From an optimization exercise on the open Yosys and OpenROAD flow, aimed at small area, a short achievable clock period and few clock cycles; shortcuts taken in it are not production practice. RTL that was checked went through simulation tests only; none was proved equivalent to the original. For runs 3 to 7, only the layout was checked, not whether the RTL still works. Power is estimated from default activity; no workload was simulated.

File: run.sh
#!/bin/bash
# synth_recipe.tcl (not shown) runs the flow's synth.tcl, then flattens the netlist and writes it again
# the make line also repeats each setting of config.mk as NAME=value (left out here)
make -C /OpenROAD-flow-scripts/flow DESIGN_CONFIG=/design/flow/config.mk WORK_HOME=/design/flow/orfs CLKGATE_MAP_FILE= SYNTH_SCRIPT=/design/flow/synth_recipe.tcl finish
File: config.mk
export PLATFORM = sky130hd
export DESIGN_NAME = HT_TOP
export DESIGN_NICKNAME = HT_TOP
export VERILOG_FILES = /design/flow/design.v
export SDC_FILE = /design/flow/constraint.sdc
export NUM_CORES = 4
export LEC_CHECK = 0
export CAP_MARGIN = 20
export CORE_MARGIN = 2
export CORE_UTILIZATION = 40
export SETUP_SLACK_MARGIN = 3.3
export SLEW_MARGIN = 20
File: constraint.sdc
create_clock -name core_clock -period 6.0 [get_ports {clk}]
set_input_delay 1.2000 -clock core_clock [delete_from_list [all_inputs] [get_ports {clk}]]
set_output_delay 1.2000 -clock core_clock [all_outputs]
set_load 0.01 [all_outputs]
File: design.v
module HT_TOP(
    input clk,
    input rst_n,
    input in_valid,
    input [2:0] in_weight,
    input out_mode,
    output reg out_valid,
    output reg out_code
);
function [3:0] add3(input [2:0] a, input [2:0] b);
    reg [2:0] g, p; reg [3:0] c;
    begin
        g = a & b; p = a ^ b;
        c[0] = 1'b0;
        c[1] = g[0];
        c[2] = g[1] | (p[1] & g[0]);
        c[3] = g[2] | (p[2] & g[1]) | (p[2] & p[1] & g[0]);
        add3 = {c[3], p ^ c[2:0]};
    end
endfunction
function [5:0] add6(input [5:0] a, input [5:0] b);
    reg [5:0] g, p, c;
    begin
        g = a & b; p = a ^ b;
        c[0] = 1'b0;
        c[1] = g[0];
        c[2] = g[1] | (p[1] & g[0]);
        c[3] = g[2] | (p[2] & g[1]) | (p[2] & p[1] & g[0]);
        c[4] = g[3] | (p[3] & g[2]) | (p[3] & p[2] & g[1]) | (p[3] & p[2] & p[1] & g[0]);
        c[5] = g[4] | (p[4] & g[3]) | (p[4] & p[3] & g[2]) | (p[4] & p[3] & p[2] & g[1])
             | (p[4] & p[3] & p[2] & p[1] & g[0]);
        add6 = p ^ c;
    end
endfunction
function ge3(input [2:0] a, input [2:0] b);
    reg [2:0] gt, lt;
    begin
        gt = a & ~b; lt = ~a & b;
        ge3 = ~(lt[2] | (~gt[2] & (lt[1] | (~gt[1] & lt[0]))));
    end
endfunction
function ge6(input [5:0] a, input [5:0] b);
    reg [5:0] gt, lt;
    begin
        gt = a & ~b; lt = ~a & b;
        ge6 = ~(lt[5] | (~gt[5] & (lt[4] | (~gt[4] & (lt[3] | (~gt[3] &
              (lt[2] | (~gt[2] & (lt[1] | (~gt[1] & lt[0]))))))))));
    end
endfunction
localparam IDLE = 2'd0, IN = 2'd1, MERGE = 2'd2, OUT = 2'd3;
reg [1:0] phase;
reg [2:0] cnt;
reg [2:0] cur;
reg       mode;
reg [5:0] w [0:7];
reg [4:0] m [0:7];
reg [5:0] S;               
reg [6:0] cr [0:4];        
reg [4:0] rootbit;         
reg       rb;              
wire in_phase = (phase != MERGE);
wire [2:0] k = (phase == IN) ? cnt : 3'd0;    
wire md = (phase == IN) ? mode : out_mode;
reg [4:0] leaf_m;
always @(*) begin
    leaf_m = 5'd0;
    if (!md) begin
        case (k)
            3'd4: leaf_m = 5'b00001;
            3'd5: leaf_m = 5'b00010;
            3'd6: leaf_m = 5'b00100;
            3'd7: leaf_m = 5'b01000;
            3'd3: leaf_m = 5'b10000;
            default: leaf_m = 5'd0;
        endcase
    end else begin
        case (k)
            3'd4: leaf_m = 5'b00001;
            3'd2: leaf_m = 5'b00010;
            3'd5: leaf_m = 5'b00100;
            3'd0: leaf_m = 5'b01000;
            3'd1: leaf_m = 5'b10000;
            default: leaf_m = 5'd0;
        endcase
    end
end
wire [5:0] x = {3'd0, in_weight};
wire [9:0] st, c;
genvar g;
generate
    for (g = 0; g < 8; g = g + 1) begin : cmp
        assign st[g] = (k > 7 - g) && ge3(w[g][2:0], in_weight);
        assign c[g]  = ge6(w[g], S);
    end
endgenerate
assign st[9:8] = 2'b11;
assign c[9:8]  = 2'b11;
wire [5:0] nw = in_phase ? x : S;
wire [4:0] nm = in_phase ? leaf_m : (m[0] | m[1]);
wire [5:0] wx [0:9];
wire [4:0] mx [0:9];
generate
    for (g = 0; g < 8; g = g + 1) begin : ext
        assign wx[g] = w[g];
        assign mx[g] = m[g];
    end
endgenerate
assign wx[8] = 6'h3f; assign wx[9] = 6'h3f;
assign mx[8] = 5'd0;  assign mx[9] = 5'd0;
wire [3:0] s_in_a = add3(in_weight, w[1][2:0]);
wire [3:0] s_in_b = add3(w[1][2:0], w[2][2:0]);
wire [5:0] s_m_a = add6(S, w[2]);
wire [5:0] s_m_b = add6(w[2], w[3]);
integer i;
always @(posedge clk) begin
    for (i = 0; i < 8; i = i + 1) begin
        if (in_phase) begin
            if (st[i]) begin
                w[i] <= wx[i];  m[i] <= mx[i];
            end else if (st[i+1]) begin
                w[i] <= nw;     m[i] <= nm;
            end else begin
                w[i] <= wx[i+1]; m[i] <= mx[i+1];
            end
        end else begin
            if (i > 0 && c[i+1]) begin
                w[i] <= wx[i+1]; m[i] <= mx[i+1];
            end else if (c[i+2]) begin
                w[i] <= nw;      m[i] <= nm;
            end else begin
                w[i] <= wx[i+2]; m[i] <= mx[i+2];
            end
        end
    end
    if (in_phase)
        S <= st[2] ? {2'd0, s_in_a} : {2'd0, s_in_b};
    else
        S <= c[3] ? s_m_a : s_m_b;
end
wire fuse = (phase == MERGE) && (cnt == 3'd5);
integer j;
always @(posedge clk) begin
    for (j = 0; j < 5; j = j + 1) begin
        if (phase == IDLE || phase == IN)
            cr[j] <= 7'd1;
        else if (phase == MERGE) begin
            if (m[0][j] | m[1][j])
                cr[j] <= {cr[j][5:0], m[0][j]};
            if (fuse)
                rootbit[j] <= ~((m[0][j] | m[1][j]) ^ c[2]);
        end else if (cur == j && !rb)
            cr[j] <= {1'b0, cr[j][6:1]};
    end
end
wire [6:0] ccur = cr[cur];
wire cempty = (ccur == 7'd1);
wire last = (ccur[6:1] == 6'd1);
wire empty0 = (cr[0] == 7'd1) && !(m[0][0] | m[1][0]);
always @(posedge clk or negedge rst_n) begin
    if (!rst_n) begin
        phase <= IDLE;
        out_valid <= 1'b0;
        out_code <= 1'b0;
    end else begin
        case (phase)
            IDLE: begin
                out_valid <= 1'b0;
                if (in_valid) phase <= IN;
            end
            IN: begin
                if (cnt == 3'd7) phase <= MERGE;
            end
            MERGE: begin
                if (fuse) begin
                    phase <= OUT;
                    out_valid <= 1'b1;
                    out_code <= ~((m[0][0] | m[1][0]) ^ c[2]);
                end
            end
            OUT: begin
                out_code <= rb ? rootbit[cur] : ccur[0];
                if ((rb ? cempty : last) && cur == 3'd4) phase <= IDLE;
            end
        endcase
    end
end
always @(posedge clk) begin
    case (phase)
        IDLE: begin
            cnt <= 3'd1;
            mode <= out_mode;
        end
        IN: cnt <= cnt + 3'd1;
        MERGE: begin
            cnt <= cnt + 3'd1;
            cur <= empty0 ? 3'd1 : 3'd0;
            rb <= empty0;
        end
        OUT: begin
            if (rb ? cempty : last) begin
                cur <= cur + 3'd1;
                rb <= 1'b1;
            end else
                rb <= 1'b0;
        end
    endcase
end
endmodule
==> results of run 1 <==
worst max-delay path by stage:
stage	to	slack [ps]	cells past startpoint
4_1_cts	m[3][0]	3300	8
3_5_place_dp	m[5][4]	1720	8
6_report	m[1][3]	3300	9
2_1_floorplan	m[6][4]	2940	8
5_1_grt	w[3][0]	3240	7
3_3_place_gp	m[5][4]	1700	8
layer usage:
layer,vias up,global-route usage (%),share of wire (%)
met5,-,0,0
met4,0,8.245,2.7
met3,45,3.788,5.3
met2,219,35.72,48
met1,3585,28.12,44
li1,3555,-,-
cell families (layout without fill, tap and decap cells):
kind of cell / count (synthesis) / count (layout) / share of synthesized area (%)
other cells: 1 / 5 / 0.04111
xor+xnor: 14 / 14 / 1.344
simple gates: 281 / 281 / 14.68
compound gates: 251 / 251 / 19.11
fa+ha+maj: 60 / 61 / 8.380
flops: 137 / 137 / 39.17
buf+inv: 115 / 138 / 5.431
mux: 105 / 105 / 11.85
layout by cell type (no fill, tap or decap), types with 27 or more instances in the layout:
master and count:
sky130_fd_sc_hd__inv_1 50, sky130_fd_sc_hd__buf_4 27, sky130_fd_sc_hd__o21ai_0 27, sky130_fd_sc_hd__mux2i_1 82, sky130_fd_sc_hd__dfxtp_1 46, sky130_fd_sc_hd__a21oi_1 74, sky130_fd_sc_hd__edfxtp_1 81, sky130_fd_sc_hd__nor2_1 110
sky130_fd_sc_hd__nand2_1 47, sky130_fd_sc_hd__ha_1 43
cells in the mapped netlist, types with 12 or more instances:
library cell	n	share of area (%)
sky130_fd_sc_hd__nor3_1	21	1.2
sky130_fd_sc_hd__mux2i_1	84	9.2
sky130_fd_sc_hd__mux2_2	18	2.2
sky130_fd_sc_hd__o22ai_1	13	0.89
sky130_fd_sc_hd__clkbuf_1	25	1.0
sky130_fd_sc_hd__buf_2	12	0.66
sky130_fd_sc_hd__ha_1	45	6.2
sky130_fd_sc_hd__dfxtp_1	52	11
sky130_fd_sc_hd__nand2_1	54	2.2
sky130_fd_sc_hd__nand2b_1	18	1.2
sky130_fd_sc_hd__inv_1	54	2.2
sky130_fd_sc_hd__edfxtp_1	81	27
sky130_fd_sc_hd__o211ai_1	14	1.2
sky130_fd_sc_hd__nor2_1	118	4.9
sky130_fd_sc_hd__a21oi_1	80	4.4
sky130_fd_sc_hd__nand3_1	13	0.71
sky130_fd_sc_hd__o21ai_0	30	1.6
sky130_fd_sc_hd__nor2b_1	15	1.0
power by group through the flow:
stage	registers (W)	logic, W	clock network, W
2_1_floorplan	0.00175	0.00294	0
3_3_place_gp	0.00197	0.00356	0
6_report	0.00195	0.00400	0.00107
3_5_place_dp	0.00197	0.00361	0
5_1_grt	0.00200	0.00438	0.00112
4_1_cts	0.00197	0.00381	0.00108
state kept, by name, summed over array words and instances, names as in the netlist:
| signal | cells |
|---|---|
| m | 40 |
| w | 39 |
| cr | 35 |
| S | 6 |
| rootbit | 5 |
| cnt | 3 |
| cur | 3 |
| phase | 2 |
| mode | 1 |
| out_code | 1 |
| out_valid | 1 |
| rb | 1 |
metrics by stage:
| step | instances | worst slack, ps | cell area [um2] | total power [W] | utilization (%) |
|---|---|---|---|---|---|
| 6_report | 1277 | 3300 | 10560 | 0.007023 | 46.92 |
| 5_1_grt | 1277 | 3241 | 10560 | 0.007499 | 46.92 |
| 4_1_cts | 1262 | 3302 | 10370 | 0.006862 | 46.07 |
| 3_5_place_dp | 1213 | 1716 | 9502 | 0.005578 | 42.22 |
| 3_3_place_gp | 1213 | 1703 | 9502 | 0.005532 | 42.22 |
| 2_1_floorplan | 968 | 2943 | 9306 | 0.004692 | - |
area by class of cell:
| cell class | count | area share, % |
|---|---|---|
| clock buffers | 21 | 4.669 |
| flip-flops and latches | 137 | 33.94 |
| well taps | 285 | 3.378 |
| inverters | 63 | 2.441 |
| multi-input cells | 717 | 50.70 |
| repair buffers | 43 | 3.875 |
| clock inverters | 11 | 0.9955 |
timing repair:
item / 4_1_cts / 5_1_grt
gates cloned: 1 / 0
pin swaps: 4 / 3
endpoints found under the setup margin: 185 / 51
hold buffers: 0 / 0
resized for setup: 52 / 17
buffers inserted: 16 / 15
==> impl_metrics.toml, run 1 <==
[run_status]
outcome = "no timing/DRC/antenna violations"

[critical_path]
r2r_end = "w[3][1]"
cp_cell_sequence = "buf_2 -> nand2b_1 -> maj3_1 -> a21oi_2 -> a2111oi_4 -> buf_4 -> mux2_4 -> o22ai_1 -> a21oi_1"
critical_path_buf_inv_count = 2
startpoint_class_of_the_critical_path = "input pin"
cp-end-kind = "flop"
r2r_cells = 7
cp.required_ps = 6170
slowest_stage = "sky130_fd_sc_hd__maj3_1"
crit-reg2reg-launch = "phase[0]"
path_max_fanout = 12
critical_path.max_stage_delay_ps = 370
r2r_setup_slack_ps = 3370
timing.critical_path.max_delay_family = "buffers and inverters"
critical_path_class = "input pin to flop"
critical_path.startpoint = "in_weight[0]"
timing.critical_path.arrival_ps = 2870

[timing]
finalHoldViolations = 0
worst_slew_margin_rel_pct = 46.86
slew_violations = 0
layout_min_cycle_time_ps = 2700
maximum_clock_skew_at_final_layout_ps = 16.79
achievable-frequency_mhz = 370.4
final_worst_path_cycle_share_pct = 45.00
rsz0062_at_grt = "yes"
setup-tns-final_ps = 0
worst_pin_slew_ps = 791.1
hold_ws_ps = 483.3
final-setup-viol-count = 0

[hold_path]
holdPathStages = 1
min_from = "m[7][2]"
whs_endpoint = "m[7][2]"
kind_of_path_behind_the_tightest_hold_check = "flop to flop"

[final_layout]
antenna_cells_inserted = 0
syn2layout_area_growth_pct = 15.73
multi_input_area_um2 = 5353
final.fill_count = 2123
ff_latch_area_um2 = 3583
layout-drive-gt1-share_pct = 18.65
nNetsFinal = 1035

[yosys]
synthFlopType = "sky130_fd_sc_hd__edfxtp_1"
synth_sequential_area_ratio_pct = 39.17
asyncSetResetFlopFracSynth_pct = 2.920
synth.ff_latch_count = 137
cell_count_after_synthesis = 964
edff_count_synth = 81
synth_area_per_cell_um2 = 9.463
yosysWarnings = 4
netlist_area_before_placement_um2 = 9122
yosysUniqueCellTypes = 89

[power_and_ir_drop]
ir_worst_vdd_v = 0.0002996
share_clk_of_total_power_pct = 15.2
power_frac_comb_pct = 57.0
power.switching_fraction_pct = 45.79
internal_power_w = 0.003807
power.share.sequential_pct = 27.8
total_leakage_power_nw = 4.204
power_per_cell_area_nw_per_um2 = 665.2
power.switching_w = 0.003216

[clock_network]
cts_inserted_buffers = 17
clk_pin_slew_worst_paths_ps = 60
clkLatencyLatePin_ps = 430
htree_num_levels = 4
clock_sink_count = 137
clockRootBuffer = "sky130_fd_sc_hd__clkbuf_16"
cts_buffer_depth = 2
cts_tree = "yes"

[route]
drt_pre_antenna_iters = 6
postRouteWirelength_mm = 25.40
remaining_drcs = 0
drt_first_iter_violations = 466
ant_nets = 0
vias_per_cell = 5.798
route.vias.total = 7404
wl_per_cell_um = 19.89

[placement]
dp_hpwl_mm = 17.24
placer_congestion = 0.8650
io_buffers = 8

[die]
area_of_the_die_um2 = 24030
fp-row-count = 55
placeableCoreArea_um2 = 22500
die_w_um = 155.0
io_pins = 9
die_height_um = 155.0
floorplan.initialDensity_pct = 40.54

[grt]
grt_max_degree = 52
vias_in_the_first_global_route = 7177
antenna_found_initial = 0
track_usage_pct = 21.55
grt_pass1_wl_mm = 40.29
grt-ovfl-total = 0

[job]
maxCapViolCount = 0
Testbench counts, summed over its fixed seeds: cycles 16,645.
==> inputs of run 2 (changes only) <==
--- a/config.mk
+++ b/config.mk
@@ -9,4 +9,4 @@
 export CORE_MARGIN = 2
 export CORE_UTILIZATION = 40
-export SETUP_SLACK_MARGIN = 3.3
+export SETUP_SLACK_MARGIN = 3.6
 export SLEW_MARGIN = 20
==> impl_metrics.toml, run 2 <==
[grt]
grt_pass1_wl_mm = 41.48
antenna_found_initial = 0
grt_max_degree = 51
track_usage_pct = 22.46
grt-ovfl-total = 0
vias_in_the_first_global_route = 7385

[final_layout]
syn2layout_area_growth_pct = 29.54
nNetsFinal = 1119
final_common_cell = "sky130_fd_sc_hd__nor2_1"
layout.cells.non_filler = 1361
top_register = "m"
largest_registers = "m: 40 flops, w: 39 flops, cr: 35 flops"
most-common-layout-cells = "sky130_fd_sc_hd__nor2_1, sky130_fd_sc_hd__buf_4, sky130_fd_sc_hd__edfxtp_1, sky130_fd_sc_hd__mux2i_1, sky130_fd_sc_hd__a21oi_1"
layout-drive-gt1-share_pct = 30.02
antenna_cells_inserted = 0
largest_register_ff_count = 40
final_core_utilization_pct = 52.52
final.fill_count = 1990

[die]
io_pins = 9
die_w_um = 155.0
fp-row-count = 55
area_of_the_die_um2 = 24030
placeableCoreArea_um2 = 22500
floorplan.initialDensity_pct = 40.54
die_height_um = 155.0

[power_and_ir_drop]
total_leakage_power_nw = 4.785
ir_worst_vdd_v = 0.0002991
power_per_cell_area_nw_per_um2 = 675.0

[critical_path]
path_max_fanout = 6
startpoint_class_of_the_critical_path = "input pin"
critical_path_class = "input pin to flop"
cp.required_ps = 6190
cp-end-kind = "flop"
timing.critical_path.arrival_ps = 2680

[run_status]
outcome = "no timing/DRC/antenna violations"

[timing]
worst_pin_slew_ps = 754.4
hold_ws_ps = 487.7
final_worst_path_cycle_share_pct = 41.49
rsz0062_at_grt = "yes"
slew_violations = 0
layout_min_cycle_time_ps = 2489
final-setup-viol-count = 0
worst_slew_margin_rel_pct = 49.28
maximum_clock_skew_at_final_layout_ps = 18.77
setup-tns-final_ps = 0
finalHoldViolations = 0
achievable-frequency_mhz = 401.7
final.setup.worst_slack_ps = 3511

[yosys]
asyncSetResetFlopFracSynth_pct = 2.920
netlist_area_before_placement_um2 = 9122
synth_adder_area_share_pct = 8.380
synthTopCellsByCount = "sky130_fd_sc_hd__nor2_1, sky130_fd_sc_hd__mux2i_1, sky130_fd_sc_hd__edfxtp_1"
post_synth_mux_area_share_pct = 11.85
synth.ff_latch_count = 137
synth_top_cells_by_area = "sky130_fd_sc_hd__edfxtp_1, sky130_fd_sc_hd__dfxtp_1, sky130_fd_sc_hd__mux2i_1, sky130_fd_sc_hd__ha_1, sky130_fd_sc_hd__nor2_1"
yosysWarnings = 4
netlist.area_leader.share_pct = 26.66
synthXorXnorAreaFrac_pct = 1.344
edff_count_synth = 81
synth_top_family_by_area = "compound AO/OA/AOI/OAI gates"
synth_area_per_cell_um2 = 9.463
synth_sequential_area_ratio_pct = 39.17
cell_count_after_synthesis = 964
yosysUniqueCellTypes = 89
synth.most_common_cell = "sky130_fd_sc_hd__nor2_1"
synth_compound_area_share_pct = 19.11
yosys.area_share.simple_pct = 14.68
synthFlopType = "sky130_fd_sc_hd__edfxtp_1"
synthDominantAreaCellType = "sky130_fd_sc_hd__edfxtp_1"

[clock_network]
clk_pin_slew_worst_paths_ps = 60
htree_num_levels = 4
clockRootBuffer = "sky130_fd_sc_hd__clkbuf_16"
cts_buffer_depth = 2
cts_tree = "yes"
cts-hold-fix-buffers = 0
clkLatencyLatePin_ps = 440
cts_inserted_buffers = 17
clock_sink_count = 137

[placement]
dpl.cell_count = 1214
io_buffers = 8
dp_hpwl_mm = 17.44
dp_worst_setup_slack_ps = 1866
placer_congestion = 0.8427

[job]
maxCapViolCount = 0

[route]
postRouteWirelength_mm = 28.07
vias_per_cell = 5.792
ant_nets = 0
drt_first_iter_violations = 511
remaining_drcs = 0
wl_per_cell_um = 20.63
route.vias.total = 7883
drt_pre_antenna_iters = 5

[hold_path]
kind_of_path_behind_the_tightest_hold_check = "flop to flop"
## run 2: changes by cell type in the layout (fill, tap and decap cells not counted), moves of 5 or more
| cell | previous run | this run |
|---|---|---|
| sky130_fd_sc_hd__buf_12 | 5 | 10 |
| sky130_fd_sc_hd__buf_4 | 27 | 95 |
| sky130_fd_sc_hd__buf_6 | 1 | 9 |
| sky130_fd_sc_hd__nor2_2 | 7 | 18 |
| sky130_fd_sc_hd__dfxtp_4 | 1 | 6 |
| sky130_fd_sc_hd__dfxtp_2 | 5 | 0 |
| sky130_fd_sc_hd__a21oi_1 | 74 | 69 |
| sky130_fd_sc_hd__nor2_1 | 110 | 97 |
| sky130_fd_sc_hd__ha_1 | 43 | 37 |
| sky130_fd_sc_hd__o21ai_0 | 27 | 22 |
## run 2: per-layer routing
metal	part of all wire (%)	vias to the layer above	routed length (um)	GRT usage, %
met5	0	-	0	0
met4	2.9	0	823	7.804
met3	6.6	66	1866	4.819
met2	48	273	13600	37.90
met1	42	3796	11790	28.51
li1	-	3748	-	-
## run 2: critical path, stage by stage
cell and delay [ps]:
sky130_fd_sc_hd__buf_12 120, sky130_fd_sc_hd__clkinv_8 50, sky130_fd_sc_hd__nor2_2 30, sky130_fd_sc_hd__maj3_2 290, sky130_fd_sc_hd__maj3_2 340, sky130_fd_sc_hd__nor3_4 210
sky130_fd_sc_hd__a21oi_4 110, sky130_fd_sc_hd__mux2_4 320
## run 2: repair_timing
item                       in CTS  in global routing
pin swaps                      13                 23
setup endpoints to repair     195                 88
setup buffers                  45                 66
cloned                          1                  3
resized for setup             108                 67
## run 2: logic make-up (layout without fill, tap and decap cells)
family	Yosys count	count (layout)
xor gates and xnor gates	14	14
AOI/OAI and AO/OA	251	251
muxes	105	105
adders and majority gates	60	61
and+or+nand+nor	281	281
buffers and inverters	115	222
DFF	137	137
other	1	5
## run 2: through the flow
stage	power [W]	area, um2
5_1_grt	0.008436	11820
3_5_place_dp	0.005620	9629
6_report	0.007977	11820
3_3_place_gp	0.005588	9629
4_1_cts	0.007286	10950
2_1_floorplan	0.004745	9445
## run 2: where the power goes
| part | total, W | switching [W] | leakage, nW | internal (W) |
|---|---|---|---|---|
| registers | 0.00189 | 0.000371 | 1.34 | 0.00152 |
| clock network | 0.00110 | 0.000470 | 0.304 | 0.000627 |
| logic | 0.00499 | 0.00279 | 3.14 | 0.00220 |
| total | 0.00798 | 0.00363 | 4.78 | 0.00434 |
## run 2: final cells by class
class                           instances  area (um2)  share of cell area (%)
Clock buffer                           21       514.2                   4.352
Clock inverter                         11       93.84                  0.7941
Inverter                               63       309.0                   2.615
Multi-Input combinational cell        717        5738                   48.55
Sequential cell                       137        3597                   30.44
Tap cell                              285       356.6                   3.017
Timing Repair Buffer                  127        1209                   10.23
## run 2: path summary, 6_finish.rpt
check                        startpoint   endpoint  slack, ps  cells past startpoint
max in group asynchronous         rst_n   phase[0]       4840                      1
setup / recovery           in_weight[0]    m[6][4]       3510                      8
min in group asynchronous         rst_n  out_valid        970                      1
hold / removal                  m[7][2]    m[7][2]        490                      1
setup reg to reg               phase[1]    w[2][4]       3600                      8
hold reg to reg                 m[7][2]    m[7][2]        490                      1
==> inputs of run 3 (changes only) <==
--- a/design.v
+++ b/design.v
@@ -59,5 +59,6 @@
 reg [4:0] rootbit;         
 reg       rb;              
-wire in_phase = (phase != MERGE);
+reg in_phase;               
+reg [7:0] valid;            
 wire [2:0] k = (phase == IN) ? cnt : 3'd0;    
 wire md = (phase == IN) ? mode : out_mode;
@@ -90,5 +91,5 @@
 generate
     for (g = 0; g < 8; g = g + 1) begin : cmp
-        assign st[g] = (k > 7 - g) && ge3(w[g][2:0], in_weight);
+        assign st[g] = valid[g] && ge3(w[g][2:0], in_weight);
         assign c[g]  = ge6(w[g], S);
     end
@@ -185,5 +186,16 @@
     end
 end
+always @(posedge clk or negedge rst_n) begin
+    if (!rst_n)
+        in_phase <= 1'b1;
+    else
+        in_phase <= !((phase == IN && cnt == 3'd7) || (phase == MERGE && !fuse));
+end
 always @(posedge clk) begin
+    case (phase)
+        IDLE: valid <= in_valid ? 8'h80 : 8'h00;
+        IN: valid <= {1'b1, valid[7:1]};
+        default: valid <= 8'h00;
+    endcase
     case (phase)
         IDLE: begin
==> impl_metrics.toml, run 3 <==
[clock_network]
clock_sink_count = 149
clockRootBuffer = "sky130_fd_sc_hd__clkbuf_16"
cts_buffer_depth = 2
cts-hold-fix-buffers = 0
cts_inserted_buffers = 17
cts_tree = "yes"
htree_num_levels = 4
clkLatencyLatePin_ps = 430
clk_pin_slew_worst_paths_ps = 70

[grt]
track_usage_pct = 21.63
antenna_found_initial = 0
vias_in_the_first_global_route = 8125
grt_max_degree = 55
grt-ovfl-total = 0
grt_pass1_wl_mm = 44.88

[final_layout]
largest_register_ff_count = 42
syn2layout_area_growth_pct = 23.51
layout.cells.non_filler = 1476
nNetsFinal = 1195
top_register = "w"
largest_registers = "w: 42 flops, m: 40 flops, cr: 35 flops"
antenna_cells_inserted = 0
most-common-layout-cells = "sky130_fd_sc_hd__mux2i_1, sky130_fd_sc_hd__nor2_1, sky130_fd_sc_hd__edfxtp_1, sky130_fd_sc_hd__nand2_1, sky130_fd_sc_hd__buf_4"
final_common_cell = "sky130_fd_sc_hd__mux2i_1"
finish.instance_area_um2 = 12290
layout-drive-gt1-share_pct = 23.61

[power_and_ir_drop]
finalPower_w = 0.007470
total_leakage_power_nw = 4.970
ir_worst_vdd_v = 0.0003243
power_per_cell_area_nw_per_um2 = 607.6

[hold_path]
holdPathStages = 2
min_from = "w[7][4]"
kind_of_path_behind_the_tightest_hold_check = "flop to flop"
whs_endpoint = "w[7][4]"

[critical_path]
critical_path.max_stage_delay_ps = 320
timing.critical_path.max_delay_family = "compound AO/OA/AOI/OAI gates"
r2r_setup_slack_ps = 3640
crit-reg2reg-launch = "w[4][4]"
path_max_fanout = 8
cp.required_ps = 6170
r2r_cells = 6
r2r_end = "m[3][1]"
cp-end-kind = "flop"
timing.critical_path.arrival_ps = 2680
critical_path_buf_inv_count = 2
cp_cell_sequence = "buf_12 -> nor2b_4 -> maj3_2 -> a21oi_4 -> buf_6 -> mux2_4 -> a22oi_1 -> o21ai_1"
critical_path_class = "input pin to flop"
slowest_stage = "sky130_fd_sc_hd__maj3_2"
startpoint_class_of_the_critical_path = "input pin"

[route]
route.vias.total = 8429
ant_nets = 0
drt_first_iter_violations = 567
drt_pre_antenna_iters = 5
postRouteWirelength_mm = 28.40
vias_per_cell = 5.711
remaining_drcs = 0
wl_per_cell_um = 19.24

[timing]
slew_violations = 0
layout_min_cycle_time_ps = 2514
setup-tns-final_ps = 0
worst_slew_margin_rel_pct = 34.71
final-setup-viol-count = 0
finalHoldViolations = 0
worst_pin_slew_ps = 969.1
maximum_clock_skew_at_final_layout_ps = 12.86
achievable-frequency_mhz = 397.8
final_worst_path_cycle_share_pct = 41.90
rsz0062_at_grt = "yes"

[placement]
io_buffers = 8
placer_congestion = 0.8341
dp_hpwl_mm = 17.47
postPlaceCellArea_um2 = 10410
dpl.cell_count = 1356

[die]
placeableCoreArea_um2 = 24390
floorplan.initialDensity_pct = 40.81
die_w_um = 161.7
die_height_um = 161.7
area_of_the_die_um2 = 26160
io_pins = 9
fp-row-count = 57

[yosys]
netlist_area_before_placement_um2 = 9953
synth_area_per_cell_um2 = 9.216
cell_count_after_synthesis = 1080
synth_top_cells_by_area = "sky130_fd_sc_hd__edfxtp_1, sky130_fd_sc_hd__dfxtp_1, sky130_fd_sc_hd__mux2i_1, sky130_fd_sc_hd__ha_1, sky130_fd_sc_hd__mux2_2"
yosysUniqueCellTypes = 72
edff_count_synth = 84
synth_sequential_area_ratio_pct = 38.68
netlist.area_leader.share_pct = 25.34
synthFlopType = "sky130_fd_sc_hd__edfxtp_1"
synth.most_common_cell = "sky130_fd_sc_hd__mux2i_1"
synthDominantAreaCellType = "sky130_fd_sc_hd__edfxtp_1"
synthTopCellsByCount = "sky130_fd_sc_hd__mux2i_1, sky130_fd_sc_hd__nor2_1, sky130_fd_sc_hd__nand2_1"
yosysWarnings = 4
synth.ff_latch_count = 149
asyncSetResetFlopFracSynth_pct = 3.356

[run_status]
outcome = "no timing/DRC/antenna violations"

[job]
maxCapViolCount = 0
-- run 3: changes by cell type after synthesis, moves of 8 or more --
cell,change
sky130_fd_sc_hd__a22oi_1,+11
sky130_fd_sc_hd__mux2_2,+18
sky130_fd_sc_hd__nor2b_1,+16
sky130_fd_sc_hd__clkbuf_1,+19
sky130_fd_sc_hd__o21ai_0,+46
sky130_fd_sc_hd__a211oi_1,+27
sky130_fd_sc_hd__nand2_1,+33
sky130_fd_sc_hd__mux2i_1,+25
sky130_fd_sc_hd__nor2_1,-13
sky130_fd_sc_hd__dfxtp_1,+8
sky130_fd_sc_hd__a31oi_1,+10
sky130_fd_sc_hd__a21oi_1,-32
-- run 3: worst max path at each step --
stage              end  depth (start not counted)         start
2_1_floorplan  m[3][1]                          7  in_weight[1]
3_3_place_gp   w[5][0]                          7  in_weight[0]
3_5_place_dp   w[5][0]                          7  in_weight[0]
4_1_cts        m[3][2]                          8  in_weight[0]
5_1_grt        w[3][0]                          8  in_weight[0]
6_report       m[3][2]                          8  in_weight[0]
-- run 3: area by class of cell --
type,count,area [um2]
fill,2207,12100
multi-input combinational,801,6128
sequential,149,3874
timing repair buffer,106,1059
clock buffer,22,496.7
tap,324,405.4
inverter,63,257.7
clock inverter,10,65.06
timing repair inverter,1,7.507
-- run 3: power breakdown --
group | internal, W | switching (W) | leakage, nW
clock | 0.000591 | 0.000460 | 0.286
sequential | 0.00162 | 0.000445 | 1.48
combinational | 0.00191 | 0.00244 | 3.20
total | 0.00413 | 0.00334 | 4.97
-- run 3: what timing repair did --
item	CTS	global route
hold endpoints to repair	0	0
endpoints found under the setup margin	189	85
resized for setup	121	48
cloned	3	3
setup buffers	54	28
pin swaps	17	24
-- run 3: worst min-delay path, delay by kind of cell (launching register included) --
family	cells	cell delay, ps
flops	1	340
simple gates	2	100
-- run 3: logic make-up (layout without fill, tap and decap cells) --
kind of cell	Yosys count	in the layout	synth area share, %
DFF	149	149	38.68
adders and majority gates	57	57	7.278
AOI/OAI and AO/OA	269	269	17.42
xor gates and xnor gates	14	14	1.232
and+or+nand+nor	313	315	14.80
muxes	146	146	15.26
buffers and inverters	132	202	5.330
-- run 3: stage by stage --
stage          setup slack [ps]  hold slack (ps)  utilization (%)
2_1_floorplan              3268            434.9                -
3_3_place_gp               1769            470.7            42.68
3_5_place_dp               1742            473.3            42.68
4_1_cts                    3493            485.8            48.50
5_1_grt                    3476            503.8            50.40
6_report                   3486            488.7            50.40
-- run 3: routing by layer --
layer	vias to the layer above	routed length (um)	track usage [%]
met3	51	1508	3.115
li1	4042	-	-
met4	0	581	6.959
met2	282	13470	35.31
met1	4054	12850	29.65
met5	-	0	0
==> inputs of run 4 (changes only) <==
--- a/design.v
+++ b/design.v
@@ -113,25 +113,23 @@
 wire [5:0] s_m_a = add6(S, w[2]);
 wire [5:0] s_m_b = add6(w[2], w[3]);
-integer i;
+wire [7:0] selA, selB;
+wire [10:0] dA [0:7];
+wire [10:0] dB [0:7];
+wire [10:0] dN = {nm, nw};
+generate
+    for (g = 0; g < 8; g = g + 1) begin : upd
+        assign selA[g] = in_phase ? st[g] : (g > 0 ? c[g+1] : 1'b0);
+        assign selB[g] = in_phase ? st[g+1] : c[g+2];
+        assign dA[g] = in_phase ? {mx[g], wx[g]} : {mx[g+1], wx[g+1]};
+        assign dB[g] = in_phase ? {mx[g+1], wx[g+1]} : {mx[g+2], wx[g+2]};
+        wire [10:0] nxt = ({11{selA[g]}} & dA[g]) | ({11{~selA[g] & selB[g]}} & dN)
+                        | ({11{~selB[g]}} & dB[g]);
+        always @(posedge clk) begin
+            w[g] <= nxt[5:0];
+            m[g] <= nxt[10:6];
+        end
+    end
+endgenerate
 always @(posedge clk) begin
-    for (i = 0; i < 8; i = i + 1) begin
-        if (in_phase) begin
-            if (st[i]) begin
-                w[i] <= wx[i];  m[i] <= mx[i];
-            end else if (st[i+1]) begin
-                w[i] <= nw;     m[i] <= nm;
-            end else begin
-                w[i] <= wx[i+1]; m[i] <= mx[i+1];
-            end
-        end else begin
-            if (i > 0 && c[i+1]) begin
-                w[i] <= wx[i+1]; m[i] <= mx[i+1];
-            end else if (c[i+2]) begin
-                w[i] <= nw;      m[i] <= nm;
-            end else begin
-                w[i] <= wx[i+2]; m[i] <= mx[i+2];
-            end
-        end
-    end
     if (in_phase)
         S <= st[2] ? {2'd0, s_in_a} : {2'd0, s_in_b};
==> impl_metrics.toml, run 4 <==
[power_and_ir_drop]
power_per_cell_area_nw_per_um2 = 637.0
total_leakage_power_nw = 4.459
ir_worst_vdd_v = 0.0004193
finalPower_w = 0.007180

[final_layout]
top_register = "w"
multi_input_area_um2 = 5939
syn2layout_area_growth_pct = 28.54
antenna_cells_inserted = 0
nNetsFinal = 1112
ff_latch_area_um2 = 3158
layout.cells.non_filler = 1349
finish.instance_area_um2 = 11270
layout-drive-gt1-share_pct = 27.50
final_common_cell = "sky130_fd_sc_hd__dfxtp_1"
largest_register_ff_count = 42
largest_registers = "w: 42 flops, m: 40 flops, cr: 35 flops"
most-common-layout-cells = "sky130_fd_sc_hd__dfxtp_1, sky130_fd_sc_hd__nor2_1, sky130_fd_sc_hd__nand2_1, sky130_fd_sc_hd__mux2i_1, sky130_fd_sc_hd__buf_4"
final.fill_count = 1892

[yosys]
cell_count_after_synthesis = 991
synth_area_per_cell_um2 = 8.848
synth.ff_latch_count = 149
synthTopCellsByCount = "sky130_fd_sc_hd__dfxtp_1, sky130_fd_sc_hd__nor2_1, sky130_fd_sc_hd__nand2_1"
synthFlopType = "sky130_fd_sc_hd__dfxtp_1"
netlist.area_leader.share_pct = 29.91
synth_top_cells_by_area = "sky130_fd_sc_hd__dfxtp_1, sky130_fd_sc_hd__mux2i_1, sky130_fd_sc_hd__ha_1, sky130_fd_sc_hd__edfxtp_1, sky130_fd_sc_hd__o21ai_0"
synth.most_common_cell = "sky130_fd_sc_hd__dfxtp_1"
yosysWarnings = 4
edff_count_synth = 13
asyncSetResetFlopFracSynth_pct = 3.356
netlist_area_before_placement_um2 = 8768
synth_sequential_area_ratio_pct = 35.80
yosysUniqueCellTypes = 73
synthDominantAreaCellType = "sky130_fd_sc_hd__dfxtp_1"

[job]
maxCapViolCount = 0

[critical_path]
critical_path.startpoint = "in_weight[1]"
startpoint_class_of_the_critical_path = "input pin"
critical_path_class = "input pin to flop"
slowest_stage = "sky130_fd_sc_hd__or3_4"
path_max_fanout = 8
critical_path.max_stage_delay_ps = 460
timing.critical_path.arrival_ps = 2940
cp_cell_sequence = "buf_12 -> inv_12 -> maj3_2 -> maj3_2 -> and3_4 -> or3_4 -> buf_12 -> o221ai_4"
cp.required_ps = 6350
cp-end-kind = "flop"
crit-reg2reg-launch = "in_phase"

[route]
wl_per_cell_um = 20.48
route.vias.total = 8042
remaining_drcs = 0
postRouteWirelength_mm = 27.62
vias_per_cell = 5.961
ant_nets = 0
drt_pre_antenna_iters = 9
drt_first_iter_violations = 865

[grt]
antenna_found_initial = 0
vias_in_the_first_global_route = 7364
grt_max_degree = 72
grt_pass1_wl_mm = 41.86
track_usage_pct = 22.50
grt-ovfl-total = 0

[placement]
dpl.cell_count = 1229
postPlaceCellArea_um2 = 9173
placer_congestion = 0.8479
io_buffers = 8
dp_hpwl_mm = 16.99

[hold_path]
kind_of_path_behind_the_tightest_hold_check = "flop to flop"
min_from = "valid[1]"

[die]
io_pins = 9
fp-row-count = 54
floorplan.initialDensity_pct = 40.43
die_w_um = 152.1
die_height_um = 152.1
placeableCoreArea_um2 = 21690
area_of_the_die_um2 = 23120

[timing]
worst_pin_slew_ps = 1331
worst_slew_margin_rel_pct = 10.34
achievable-frequency_mhz = 386.6
maximum_clock_skew_at_final_layout_ps = 15.50
final_worst_path_cycle_share_pct = 43.11
layout_min_cycle_time_ps = 2586
final-setup-viol-count = 0
setup-tns-final_ps = 0
finalHoldViolations = 0
rsz0062_at_grt = "yes"
slew_violations = 0

[clock_network]
clock_sink_count = 149
cts_inserted_buffers = 17
clkLatencyLatePin_ps = 440
cts_buffer_depth = 2
clk_pin_slew_worst_paths_ps = 70
htree_num_levels = 4
clockRootBuffer = "sky130_fd_sc_hd__clkbuf_16"
cts-hold-fix-buffers = 0
cts_tree = "yes"

[run_status]
outcome = "no timing/DRC/antenna violations"
[run 4: cell types whose count changed after synthesis, sizes merged, moves of 19 or more]
cell / previous run / this run
dfxtp: 60 / 131
edfxtp: 84 / 13
mux2i: 109 / 68
a222oi: 0 / 20
nor2b: 31 / 11
o22a: 0 / 19
[run 4: cell families after synthesis]
family	after synthesis	share of synthesized area, %
mux	93	11.10
fa+ha+maj	68	9.546
simple gates	265	14.31
flops	149	35.80
xor+xnor	17	1.698
buf+inv	108	4.895
compound gates	291	22.65
[run 4: area by class of cell]
cell class	count	area share [%]
clock buffers	19	3.930
clock inverters	13	1.488
inverters	52	1.943
multi-input cells	741	52.70
flip-flops and latches	149	28.02
well taps	280	3.108
repair buffers	94	8.748
repair inverters	1	0.06661
[run 4: worst paths after layout]
check,end,cells past startpoint,slack [ps]
worst max-delay path,m[1][2],8,3410
worst min-delay path,valid[0],1,470
worst max register to register,w[2][3],8,3520
max in group asynchronous,in_phase,1,4770
min in group asynchronous,out_valid,1,980
worst min register to register,valid[0],1,470
[run 4: report_power, final]
group          internal, W  switching (W)
combinational      0.00185        0.00223
clock             0.000672       0.000466
sequential         0.00142       0.000536
[run 4: critical path: cells and delay by family]
kind,cells,cell delay [ps]
compound gates,1,170
fa+ha+maj,2,590
buf+inv,3,300
simple gates,2,670
[run 4: per-stage QoR]
step / setup slack, ps / utilization [%] / hold WS, ps
floorplan: 3188 / - / 428.4
global placement: 1863 / 42.26 / 449.9
detailed placement: 1890 / 42.29 / 453.5
CTS: 3421 / 49.44 / 469.7
global route: 3349 / 51.97 / 489.2
finish: 3414 / 51.97 / 471.6
[run 4: what timing repair did]
action | in CTS | in global routing
setup endpoints to repair | 121 | 109
cloned | 7 | 3
buffers inserted | 56 | 22
gates resized for setup | 113 | 85
pin swaps | 37 | 57
[run 4: routing by layer]
metal  vias up  part of all wire (%)  GRT usage, %
met5         -                     0             0
met4         0                   2.4         6.587
met3        56                   6.8         4.079
met2       328                    44         33.48
met1      3870                    47         33.20
li1       3788                     -             -
==> inputs of run 5 (changes only) <==
--- a/config.mk
+++ b/config.mk
@@ -9,4 +9,4 @@
 export CORE_MARGIN = 2
 export CORE_UTILIZATION = 40
-export SETUP_SLACK_MARGIN = 3.6
+export SETUP_SLACK_MARGIN = 3.3
 export SLEW_MARGIN = 20
==> impl_metrics.toml, run 5 <==
[die]
area_of_the_die_um2 = 23120
die_w_um = 152.1
placeableCoreArea_um2 = 21690
io_pins = 9
floorplan.initialDensity_pct = 40.43
die_height_um = 152.1
fp-row-count = 54

[clock_network]
htree_num_levels = 4
cts-hold-fix-buffers = 0
clockRootBuffer = "sky130_fd_sc_hd__clkbuf_16"
cts_buffer_depth = 2
clk_pin_slew_worst_paths_ps = 60
cts_tree = "yes"
cts_inserted_buffers = 17
clkLatencyLatePin_ps = 430
clock_sink_count = 149

[yosys]
yosysUniqueCellTypes = 73
synth.ff_latch_count = 149
yosysWarnings = 4
netlist_area_before_placement_um2 = 8768
cell_count_after_synthesis = 991
synth.most_common_cell = "sky130_fd_sc_hd__dfxtp_1"
synthTopCellsByCount = "sky130_fd_sc_hd__dfxtp_1, sky130_fd_sc_hd__nor2_1, sky130_fd_sc_hd__nand2_1"
synth_sequential_area_ratio_pct = 35.80
asyncSetResetFlopFracSynth_pct = 3.356
netlist.area_leader.share_pct = 29.91
synthFlopType = "sky130_fd_sc_hd__dfxtp_1"
synth_top_cells_by_area = "sky130_fd_sc_hd__dfxtp_1, sky130_fd_sc_hd__mux2i_1, sky130_fd_sc_hd__ha_1, sky130_fd_sc_hd__edfxtp_1, sky130_fd_sc_hd__o21ai_0"
edff_count_synth = 13
synthDominantAreaCellType = "sky130_fd_sc_hd__dfxtp_1"
synth_area_per_cell_um2 = 8.848

[final_layout]
antenna_cells_inserted = 0
largest_registers = "w: 42 flops, m: 40 flops, cr: 35 flops"
top_register = "w"
nNetsFinal = 1057
most-common-layout-cells = "sky130_fd_sc_hd__dfxtp_1, sky130_fd_sc_hd__nor2_1, sky130_fd_sc_hd__nand2_1, sky130_fd_sc_hd__mux2i_1, sky130_fd_sc_hd__o21ai_0"
final.fill_count = 2066
syn2layout_area_growth_pct = 14.93
layout.cells.non_filler = 1294
largest_register_ff_count = 42
final_common_cell = "sky130_fd_sc_hd__dfxtp_1"
layout-drive-gt1-share_pct = 15.48

[critical_path]
critical_path.max_stage_delay_ps = 480
cp.required_ps = 6250
path_max_fanout = 8
slowest_stage = "sky130_fd_sc_hd__or3_4"
r2r_cells = 9
cp_cell_sequence = "buf_8 -> inv_12 -> maj3_2 -> maj3_2 -> and3_4 -> or3_4 -> nand2_8 -> o221ai_1"
cp-end-kind = "flop"
cpMostUsedCell = "sky130_fd_sc_hd__maj3_2"
startpoint_class_of_the_critical_path = "input pin"
critical_path_class = "input pin to flop"
timing.critical_path.arrival_ps = 2950

[timing]
final.setup.worst_slack_ps = 3299
layout_min_cycle_time_ps = 2701
slew_violations = 0
worst_slew_margin_rel_pct = 24.23
worst_pin_slew_ps = 1125
rsz0062_at_grt = "yes"
setup-tns-final_ps = 0
final_worst_path_cycle_share_pct = 45.02
achievable-frequency_mhz = 370.2
finalHoldViolations = 0
final-setup-viol-count = 0
maximum_clock_skew_at_final_layout_ps = 13.14

[grt]
grt_max_degree = 67
antenna_found_initial = 0
grt_pass1_wl_mm = 39.01
track_usage_pct = 20.92
grt-ovfl-total = 0
vias_in_the_first_global_route = 6940

[placement]
dpl.cell_count = 1232
io_buffers = 8
dp_hpwl_mm = 16.99
dp_worst_setup_slack_ps = 2029
placer_congestion = 0.8576

[power_and_ir_drop]
total_leakage_power_nw = 4.020
ir_worst_vdd_v = 0.0002789
finalPower_w = 0.006338
power_per_cell_area_nw_per_um2 = 628.9

[route]
drt_pre_antenna_iters = 8
wl_per_cell_um = 19.31
drt_first_iter_violations = 758
postRouteWirelength_mm = 24.99
vias_per_cell = 5.818
remaining_drcs = 0
ant_nets = 0
route.vias.total = 7528

[job]
maxCapViolCount = 0

[hold_path]
kind_of_path_behind_the_tightest_hold_check = "flop to flop"
holdPathStages = 2

[run_status]
outcome = "no timing/DRC/antenna violations"
-- run 5: changes by cell type in the layout (fill, tap and decap cells not counted), sizes merged, moves of 2 or more --
cell | before | now
clkinvlp | 4 | 2
inv | 55 | 52
clkbuf | 19 | 22
bufinv | 3 | 0
clkinv | 4 | 8
clkdlybuf4s50 | 3 | 5
buf | 89 | 41
nand2 | 80 | 78
a21oi | 48 | 46
-- run 5: cells by family (layout without fill, tap and decap cells) --
kind of cell               after synthesis  after routing  synth area share [%]
xor gates and xnor gates                17             17                 1.698
buffers and inverters                  108            130                 4.895
AOI/OAI and AO/OA                      291            291                 22.65
DFF                                    149            149                 35.80
muxes                                   93             93                 11.10
adders and majority gates               68             68                 9.546
and+or+nand+nor                        265            266                 14.31
-- run 5: area by class of cell --
type,instances,area (um2),area share [%]
multi-input combinational,735,5385,53.44
sequential,149,3148,31.24
clock buffer,22,495.5,4.917
timing repair buffer,46,391.6,3.886
tap,280,350.3,3.477
inverter,52,220.2,2.185
clock inverter,10,86.33,0.8567
-- run 5: where the power goes --
| group | internal, W | switching, W |
|---|---|---|
| Combinational | 0.00145 | 0.00189 |
| Clock | 0.000597 | 0.000461 |
| Sequential | 0.00142 | 0.000521 |
| Total | 0.00346 | 0.00288 |
-- run 5: repair_timing --
action,in CTS,in global routing
buffers inserted,19,10
setup endpoints to repair,105,61
pin swaps,4,8
gates resized for setup,38,23
cloned,0,1
-- run 5: critical path: cells and delay by family --
kind,cells,cell delay (ps)
AO/OA/AOI/OAI,1,120
AND/OR/NAND/NOR,3,840
adder cells (fa/ha/maj),2,630
buffers and inverters,2,150
-- run 5: stage by stage --
step           util, %  hold WS, ps  area (um2)
6_report         46.46        476.2       10080
5_1_grt          46.46        513.8       10080
4_1_cts          45.70        471.8        9912
3_5_place_dp     41.99        462.3        9106
3_3_place_gp     41.99        453.2        9106
2_1_floorplan        -        428.4        8853
-- run 5: path summary, 6_finish.rpt --
| kind | endpoint | slack (ps) | from |
|---|---|---|---|
| setup / recovery | m[1][2] | 3300 | in_weight[1] |
| hold / removal | w[7][5] | 480 | w[7][5] |
| setup reg to reg | w[4][1] | 3420 | w[6][0] |
| hold reg to reg | w[7][5] | 480 | w[7][5] |
| max in group asynchronous | in_phase | 4740 | rst_n |
| min in group asynchronous | out_code | 1000 | rst_n |
-- run 5: per-layer routing --
layer,share of wire (%),track usage [%],vias to the layer above
met5,0,0,-
met4,1.8,6.364,0
met3,4.8,2.795,37
met2,45,32.54,228
met1,49,30.25,3616
li1,-,-,3647
==> inputs of run 6 (changes only) <==
--- a/design.v
+++ b/design.v
@@ -48,4 +48,17 @@
     end
 endfunction
+reg       iv;               
+reg [2:0] iw;               
+reg       om;               
+always @(posedge clk or negedge rst_n) begin
+    if (!rst_n)
+        iv <= 1'b0;
+    else
+        iv <= in_valid;
+end
+always @(posedge clk) begin
+    iw <= in_weight;
+    om <= out_mode;
+end
 localparam IDLE = 2'd0, IN = 2'd1, MERGE = 2'd2, OUT = 2'd3;
 reg [1:0] phase;
@@ -60,7 +73,6 @@
 reg       rb;              
 reg in_phase;               
-reg [7:0] valid;            
 wire [2:0] k = (phase == IN) ? cnt : 3'd0;    
-wire md = (phase == IN) ? mode : out_mode;
+wire md = (phase == IN) ? mode : om;
 reg [4:0] leaf_m;
 always @(*) begin
@@ -86,10 +98,10 @@
     end
 end
-wire [5:0] x = {3'd0, in_weight};
+wire [5:0] x = {3'd0, iw};
 wire [9:0] st, c;
 genvar g;
 generate
     for (g = 0; g < 8; g = g + 1) begin : cmp
-        assign st[g] = valid[g] && ge3(w[g][2:0], in_weight);
+        assign st[g] = (k > 7 - g) && ge3(w[g][2:0], iw);
         assign c[g]  = ge6(w[g], S);
     end
@@ -109,5 +121,5 @@
 assign wx[8] = 6'h3f; assign wx[9] = 6'h3f;
 assign mx[8] = 5'd0;  assign mx[9] = 5'd0;
-wire [3:0] s_in_a = add3(in_weight, w[1][2:0]);
+wire [3:0] s_in_a = add3(iw, w[1][2:0]);
 wire [3:0] s_in_b = add3(w[1][2:0], w[2][2:0]);
 wire [5:0] s_m_a = add6(S, w[2]);
@@ -165,5 +177,5 @@
             IDLE: begin
                 out_valid <= 1'b0;
-                if (in_valid) phase <= IN;
+                if (iv) phase <= IN;
             end
             IN: begin
@@ -192,12 +204,7 @@
 always @(posedge clk) begin
     case (phase)
-        IDLE: valid <= in_valid ? 8'h80 : 8'h00;
-        IN: valid <= {1'b1, valid[7:1]};
-        default: valid <= 8'h00;
-    endcase
-    case (phase)
         IDLE: begin
             cnt <= 3'd1;
-            mode <= out_mode;
+            mode <= om;
         end
         IN: cnt <= cnt + 3'd1;
--- a/config.mk
+++ b/config.mk
@@ -9,4 +9,4 @@
 export CORE_MARGIN = 2
 export CORE_UTILIZATION = 40
-export SETUP_SLACK_MARGIN = 3.3
+export SETUP_SLACK_MARGIN = 3.6
 export SLEW_MARGIN = 20
==> impl_metrics.toml, run 6 <==
[timing]
final_worst_path_cycle_share_pct = 39.18
slew_violations = 0
maximum_clock_skew_at_final_layout_ps = 10.63
layout_min_cycle_time_ps = 2351
worst_pin_slew_ps = 851.7
final-setup-viol-count = 0
achievable-frequency_mhz = 425.4
worst_slew_margin_rel_pct = 43.22
setup-tns-final_ps = 0
finalHoldViolations = 0
rsz0062_at_grt = "yes"

[die]
fp-row-count = 54
placeableCoreArea_um2 = 21620
area_of_the_die_um2 = 23030
io_pins = 9
die_height_um = 151.8
floorplan.initialDensity_pct = 40.39
die_w_um = 151.8

[critical_path]
path_max_fanout = 59
cp_cell_sequence = "buf_4 -> clkbuf_8 -> mux2i_1 -> nor3_1 -> a221o_1"
critical_path.max_stage_delay_ps = 680
cp-end-kind = "flop"
cp.required_ps = 6320
critical_path_class = "flop to flop"
startpoint_class_of_the_critical_path = "flop"
slowest_stage = "sky130_fd_sc_hd__dfstp_4"
timing.critical_path.arrival_ps = 2670

[route]
drt_first_iter_violations = 742
ant_nets = 0
remaining_drcs = 0
wl_per_cell_um = 19.62
drt_pre_antenna_iters = 5
vias_per_cell = 5.790
postRouteWirelength_mm = 25.84
route.vias.total = 7625

[yosys]
yosysWarnings = 4
asyncSetResetFlopFracSynth_pct = 4.196
synth_sequential_area_ratio_pct = 34.63
synthDominantAreaCellType = "sky130_fd_sc_hd__dfxtp_1"
netlist_area_before_placement_um2 = 8732
yosysUniqueCellTypes = 81
synth.ff_latch_count = 143
synthFlopType = "sky130_fd_sc_hd__dfxtp_1"
synth_top_cells_by_area = "sky130_fd_sc_hd__dfxtp_1, sky130_fd_sc_hd__mux2i_1, sky130_fd_sc_hd__ha_1, sky130_fd_sc_hd__edfxtp_1, sky130_fd_sc_hd__nor2_1"
synthTopCellsByCount = "sky130_fd_sc_hd__dfxtp_1, sky130_fd_sc_hd__nor2_1, sky130_fd_sc_hd__nand2_1"
edff_count_synth = 13
synth.most_common_cell = "sky130_fd_sc_hd__dfxtp_1"
netlist.area_leader.share_pct = 28.43
cell_count_after_synthesis = 994
synth_area_per_cell_um2 = 8.785

[run_status]
outcome = "no timing/DRC/antenna violations"

[clock_network]
clock_sink_count = 143
clk_pin_slew_worst_paths_ps = 70
cts_tree = "yes"
htree_num_levels = 4
cts_inserted_buffers = 17
cts-hold-fix-buffers = 0
clkLatencyLatePin_ps = 430
cts_buffer_depth = 2
clockRootBuffer = "sky130_fd_sc_hd__clkbuf_16"

[grt]
track_usage_pct = 22.53
vias_in_the_first_global_route = 7071
grt_max_degree = 60
grt-ovfl-total = 0
antenna_found_initial = 0
grt_pass1_wl_mm = 40.16

[placement]
io_buffers = 8
dpl.cell_count = 1242
dp_hpwl_mm = 16.80
placer_congestion = 0.8395

[final_layout]
largest_register_ff_count = 40
most-common-layout-cells = "sky130_fd_sc_hd__dfxtp_1, sky130_fd_sc_hd__nor2_1, sky130_fd_sc_hd__nand2_1, sky130_fd_sc_hd__mux2i_1, sky130_fd_sc_hd__o21ai_0"
final.fill_count = 2061
layout-drive-gt1-share_pct = 18.23
final_common_cell = "sky130_fd_sc_hd__dfxtp_1"
nNetsFinal = 1080
top_register = "m"
layout.cells.non_filler = 1317
syn2layout_area_growth_pct = 17.98
antenna_cells_inserted = 0
largest_registers = "m: 40 flops, w: 39 flops, cr: 35 flops"

[power_and_ir_drop]
power_per_cell_area_nw_per_um2 = 646.1
power.share.sequential_pct = 27.8
finalPower_w = 0.006657
internal_power_w = 0.003570
power_frac_comb_pct = 56.6
share_clk_of_total_power_pct = 15.7
ir_worst_vdd_v = 0.0002684
total_leakage_power_nw = 4.136
power.switching_fraction_pct = 46.37
power.switching_w = 0.003087

[job]
maxCapViolCount = 0

[hold_path]
kind_of_path_behind_the_tightest_hold_check = "flop to flop"
-- run 6: layer usage --
| layer | GRT usage [%] | routed length (um) | vias up |
|---|---|---|---|
| met5 | 0 | 0 | - |
| met4 | 5.926 | 447 | 0 |
| met3 | 3.922 | 1434 | 43 |
| met2 | 34.82 | 11590 | 250 |
| met1 | 32.40 | 12370 | 3620 |
| li1 | - | - | 3712 |
-- run 6: timing repair --
item / in CTS / in global routing
gates resized for setup: 53 / 44
setup buffers: 16 / 23
endpoints found under the hold margin: 0 / 0
gates cloned: 2 / 2
endpoints found under the setup margin: 103 / 81
pin swaps: 6 / 10
-- run 6: power groups by stage --
stage	Combinational, W	Clock, W	Sequential, W
detailed placement	0.00310	0	0.00189
global route	0.00409	0.00109	0.00189
global placement	0.00308	0	0.00189
CTS	0.00342	0.00105	0.00183
floorplan	0.00252	0	0.00163
finish	0.00376	0.00104	0.00185
-- run 6: kinds of logic (layout without fill, tap and decap cells) --
| group | Yosys count | after routing | share of synthesized area (%) |
|---|---|---|---|
| mux | 102 | 102 | 12.19 |
| flops | 143 | 143 | 34.63 |
| compound gates | 295 | 296 | 23.83 |
| xor+xnor | 17 | 17 | 1.705 |
| simple gates | 267 | 268 | 13.70 |
| buf+inv | 107 | 147 | 4.943 |
| fa+ha+maj | 63 | 64 | 8.998 |
-- run 6: final cells by class --
| cell class | instances | area [um2] | area share [%] |
|---|---|---|---|
| multi-input cells | 747 | 5552 | 53.89 |
| well taps | 280 | 350.3 | 3.401 |
| clock inverters | 11 | 93.84 | 0.9109 |
| flip-flops and latches | 143 | 3050 | 29.61 |
| repair buffers | 60 | 553.0 | 5.368 |
| clock buffers | 21 | 481.7 | 4.676 |
| inverters | 55 | 221.5 | 2.150 |
-- run 6: through the flow --
| step | utilization, % | cell area [um2] | hold slack [ps] | setup WS [ps] |
|---|---|---|---|---|
| 2_1_floorplan | - | 8745 | 427.0 | 3690 |
| 3_3_place_gp | 41.86 | 9051 | 455.4 | 2517 |
| 3_5_place_dp | 41.86 | 9051 | 471.8 | 2474 |
| 4_1_cts | 46.00 | 9946 | 481.2 | 3598 |
| 5_1_grt | 47.65 | 10300 | 489.8 | 3568 |
| 6_report | 47.65 | 10300 | 470.4 | 3649 |
-- run 6: path summary, 6_finish.rpt --
path                       slack [ps]       end  cells past startpoint      from
setup reg to reg                 3650   w[1][0]                      5  in_phase
min in group asynchronous        1030  out_code                      1     rst_n
max in group asynchronous        4670  in_phase                      1     rst_n
setup / recovery                 3650   w[1][0]                      5  in_phase
hold reg to reg                   470  cr[3][6]                      2  cr[3][6]
hold / removal                    470  cr[3][6]                      2  cr[3][6]
-- run 6: worst max-delay path: cells and delay by family, from the launching register on --
kind | cells | cell delay, ps
DFF | 1 | 680
buffers and inverters | 2 | 610
muxes | 1 | 540
AOI/OAI and AO/OA | 1 | 270
and+or+nand+nor | 1 | 120
==> inputs of run 7 (changes only) <==
--- a/config.mk
+++ b/config.mk
@@ -9,4 +9,4 @@
 export CORE_MARGIN = 2
 export CORE_UTILIZATION = 40
-export SETUP_SLACK_MARGIN = 3.6
+export SETUP_SLACK_MARGIN = 3.3
 export SLEW_MARGIN = 20
==> impl_metrics.toml, run 7 <==
[run_status]
outcome = "no timing/DRC/antenna violations"

[clock_network]
cts_tree = "yes"
clock_sink_count = 143
htree_num_levels = 4
clk_pin_slew_worst_paths_ps = 70
clockRootBuffer = "sky130_fd_sc_hd__clkbuf_16"
clkLatencyLatePin_ps = 430
cts-hold-fix-buffers = 0
cts_inserted_buffers = 17
cts_buffer_depth = 2

[die]
area_of_the_die_um2 = 23030
placeableCoreArea_um2 = 21620
fp-row-count = 54
die_height_um = 151.8
io_pins = 9
die_w_um = 151.8
floorplan.initialDensity_pct = 40.39

[yosys]
synth.most_common_cell = "sky130_fd_sc_hd__dfxtp_1"
cell_count_after_synthesis = 994
yosysUniqueCellTypes = 81
synth_area_per_cell_um2 = 8.785
synthTopCellsByCount = "sky130_fd_sc_hd__dfxtp_1, sky130_fd_sc_hd__nor2_1, sky130_fd_sc_hd__nand2_1"
synthFlopType = "sky130_fd_sc_hd__dfxtp_1"
synth_top_cells_by_area = "sky130_fd_sc_hd__dfxtp_1, sky130_fd_sc_hd__mux2i_1, sky130_fd_sc_hd__ha_1, sky130_fd_sc_hd__edfxtp_1, sky130_fd_sc_hd__nor2_1"
synth_sequential_area_ratio_pct = 34.63
synth.ff_latch_count = 143
edff_count_synth = 13
netlist.area_leader.share_pct = 28.43
synthDominantAreaCellType = "sky130_fd_sc_hd__dfxtp_1"
yosysWarnings = 4
netlist_area_before_placement_um2 = 8732
asyncSetResetFlopFracSynth_pct = 4.196

[timing]
final_worst_path_cycle_share_pct = 43.15
finalHoldViolations = 0
final-setup-viol-count = 0
slew_violations = 0
layout_min_cycle_time_ps = 2589
rsz0062_at_grt = "no"
worst_pin_slew_ps = 949.3
achievable-frequency_mhz = 386.3
worst_slew_margin_rel_pct = 36.48
setup-tns-final_ps = 0
maximum_clock_skew_at_final_layout_ps = 11.93

[hold_path]
kind_of_path_behind_the_tightest_hold_check = "flop to flop"
holdPathStages = 2

[power_and_ir_drop]
power.switching_w = 0.002905
total_leakage_power_nw = 3.913
power.share.sequential_pct = 30.0
power.switching_fraction_pct = 46.96
finalPower_w = 0.006186
power_frac_comb_pct = 53.4
power_per_cell_area_nw_per_um2 = 633.6
internal_power_w = 0.003281
share_clk_of_total_power_pct = 16.6
ir_worst_vdd_v = 0.0002666

[critical_path]
critical_path_class = "flop to flop"
path_max_fanout = 26
cp.required_ps = 6330
timing.critical_path.arrival_ps = 2920
r2r_setup_slack_ps = 3410
startpoint_class_of_the_critical_path = "flop"
cp-end-kind = "flop"
r2r_cells = 7

[final_layout]
multi_input_area_um2 = 5388
largest_register_ff_count = 40
top_register = "m"
final.fill_count = 2147
nNetsFinal = 1040
most-common-layout-cells = "sky130_fd_sc_hd__dfxtp_1, sky130_fd_sc_hd__nor2_1, sky130_fd_sc_hd__nand2_1, sky130_fd_sc_hd__mux2i_1, sky130_fd_sc_hd__o21ai_0"
final_common_cell = "sky130_fd_sc_hd__dfxtp_1"
layout-drive-gt1-share_pct = 12.14
ff_latch_area_um2 = 3035
final_core_utilization_pct = 45.16
largest_registers = "m: 40 flops, w: 39 flops, cr: 35 flops"
syn2layout_area_growth_pct = 11.81
antenna_cells_inserted = 0

[route]
route.vias.total = 7457
vias_per_cell = 5.839
remaining_drcs = 0
wl_per_cell_um = 18.84
drt_pre_antenna_iters = 6
drt_first_iter_violations = 683
postRouteWirelength_mm = 24.06
ant_nets = 0

[grt]
grt_max_degree = 54
antenna_found_initial = 0
vias_in_the_first_global_route = 6960
track_usage_pct = 21.61
grt-ovfl-total = 0
grt_pass1_wl_mm = 38.83

[placement]
dp_hpwl_mm = 17.04
io_buffers = 8
placer_congestion = 0.8796

[job]
maxCapViolCount = 0
==> run 7: changes by cell type in the layout (fill, tap and decap cells not counted), moves of 4 or more <==
cell                         before  now
sky130_fd_sc_hd__buf_4           41   12
sky130_fd_sc_hd__a21oi_1         49   53
sky130_fd_sc_hd__ha_1            38   43
sky130_fd_sc_hd__a21oi_2          7    3
sky130_fd_sc_hd__inv_8            0    4
sky130_fd_sc_hd__clkinvlp_4       5    1
sky130_fd_sc_hd__dfxtp_1        112  118
sky130_fd_sc_hd__buf_12           5    1
==> run 7: worst max-delay path, cell delays in order, from the launching register on <==
cell and delay (ps):
sky130_fd_sc_hd__dfstp_4 820, sky130_fd_sc_hd__nand3_1 330, sky130_fd_sc_hd__a211oi_1 380, sky130_fd_sc_hd__nand2_2 250, sky130_fd_sc_hd__o211ai_1 150, sky130_fd_sc_hd__buf_4 170, sky130_fd_sc_hd__nand3_4 150, sky130_fd_sc_hd__o221ai_1 230
==> run 7: logic make-up after synthesis <==
| group | count (synthesis) | synth area share (%) |
|---|---|---|
| muxes | 102 | 12.19 |
| xor gates and xnor gates | 17 | 1.705 |
| buffers and inverters | 107 | 4.943 |
| DFF | 143 | 34.63 |
| AOI/OAI and AO/OA | 295 | 23.83 |
| adders and majority gates | 63 | 8.998 |
| and+or+nand+nor | 267 | 13.70 |
==> run 7: power groups by stage <==
stage                     registers (W)  clock network (W)  logic, W
after floorplan                 0.00163                  0   0.00251
after global placement          0.00186                  0   0.00310
after detailed placement        0.00185                  0   0.00314
after CTS                       0.00184            0.00104   0.00322
after global routing            0.00192            0.00109   0.00366
final                           0.00186            0.00102   0.00330
==> run 7: routing by layer <==
| layer | wire length (um) | GRT usage (%) |
|---|---|---|
| met4 | 409 | 7.315 |
| met2 | 10830 | 33.69 |
| met1 | 11480 | 30.23 |
| met5 | 0 | 0 |
| met3 | 1336 | 3.653 |
==> run 7: layout make-up <==
cell class / instances / area share (%)
Inverter: 55 / 2.179
Clock buffer: 18 / 4.498
Tap cell: 280 / 3.588
Sequential cell: 143 / 31.09
Multi-Input combinational cell: 744 / 55.18
Clock inverter: 14 / 1.282
Timing Repair Buffer: 23 / 2.179
==> run 7: worst paths after layout <==
path | start | end
setup / recovery | in_phase | w[2][1]
hold / removal | cr[3][6] | cr[3][6]
setup reg to reg | in_phase | w[2][1]
hold reg to reg | cr[3][6] | cr[3][6]
max in group asynchronous | rst_n | in_phase
min in group asynchronous | rst_n | out_valid
==> run 7: what timing repair did <==
item	CTS	global route
gates resized for setup	14	29
setup buffers	2	0
endpoints found under the setup margin	65	70
pin swaps	2	0
==> run 7: stage by stage <==
| stage | setup WS (ps) | hold slack (ps) | area, um2 | std cells |
|---|---|---|---|---|
| after floorplan | 3491 | 427.0 | 8732 | 994 |
| after global placement | 2924 | 455.8 | 9046 | 1243 |
| after detailed placement | 2934 | 457.5 | 9046 | 1243 |
| after CTS | 3289 | 467.7 | 9679 | 1277 |
| after global routing | 3305 | 498.1 | 9763 | 1277 |
| final | 3411 | 464.5 | 9763 | 1277 |

## re-timing with driven ports
In the flow no input, the clock included, has a driving cell. The finished layouts below were timed again as built, in two steps.
Step 1, drivers: a clkbuf_16 drives clk and a buf_2 each remaining input, both assumed.
Step 2, shift: input delay + t, output delay - t, t = (earliest + latest rising clock arrival at the registers) / 2. This alone moves slack from input paths to output paths.
Three values: no drivers, after step 1, after step 2; two values: the first two.
| run | shift t [ns] | setup WS [ns] | worst register clock-pin slew, ns |
|---|---|---|---|
| run 1 | 0.472 | 3.300 / 3.305 / 2.834 | 0.07 / 0.07 |
| run 2 | 0.478 | 3.511 / 3.460 / 2.982 | 0.07 / 0.07 |
| run 3 | 0.475 | 3.486 / 3.490 / 3.016 | 0.07 / 0.07 |
| run 4 | 0.478 | 3.414 / 3.396 / 2.918 | 0.07 / 0.07 |
| run 5 | 0.467 | 3.299 / 3.295 / 2.828 | 0.07 / 0.07 |
| run 6 | 0.475 | 3.649 / 3.633 / 3.649 | 0.07 / 0.07 |
| run 7 | 0.466 | 3.411 / 3.411 / 3.411 | 0.07 / 0.07 |
After both steps setup and hold are still met in every run listed. The setup slack of run 2, which loses most, moves by -0.051 ns with the drivers and by -0.529 ns with both steps.
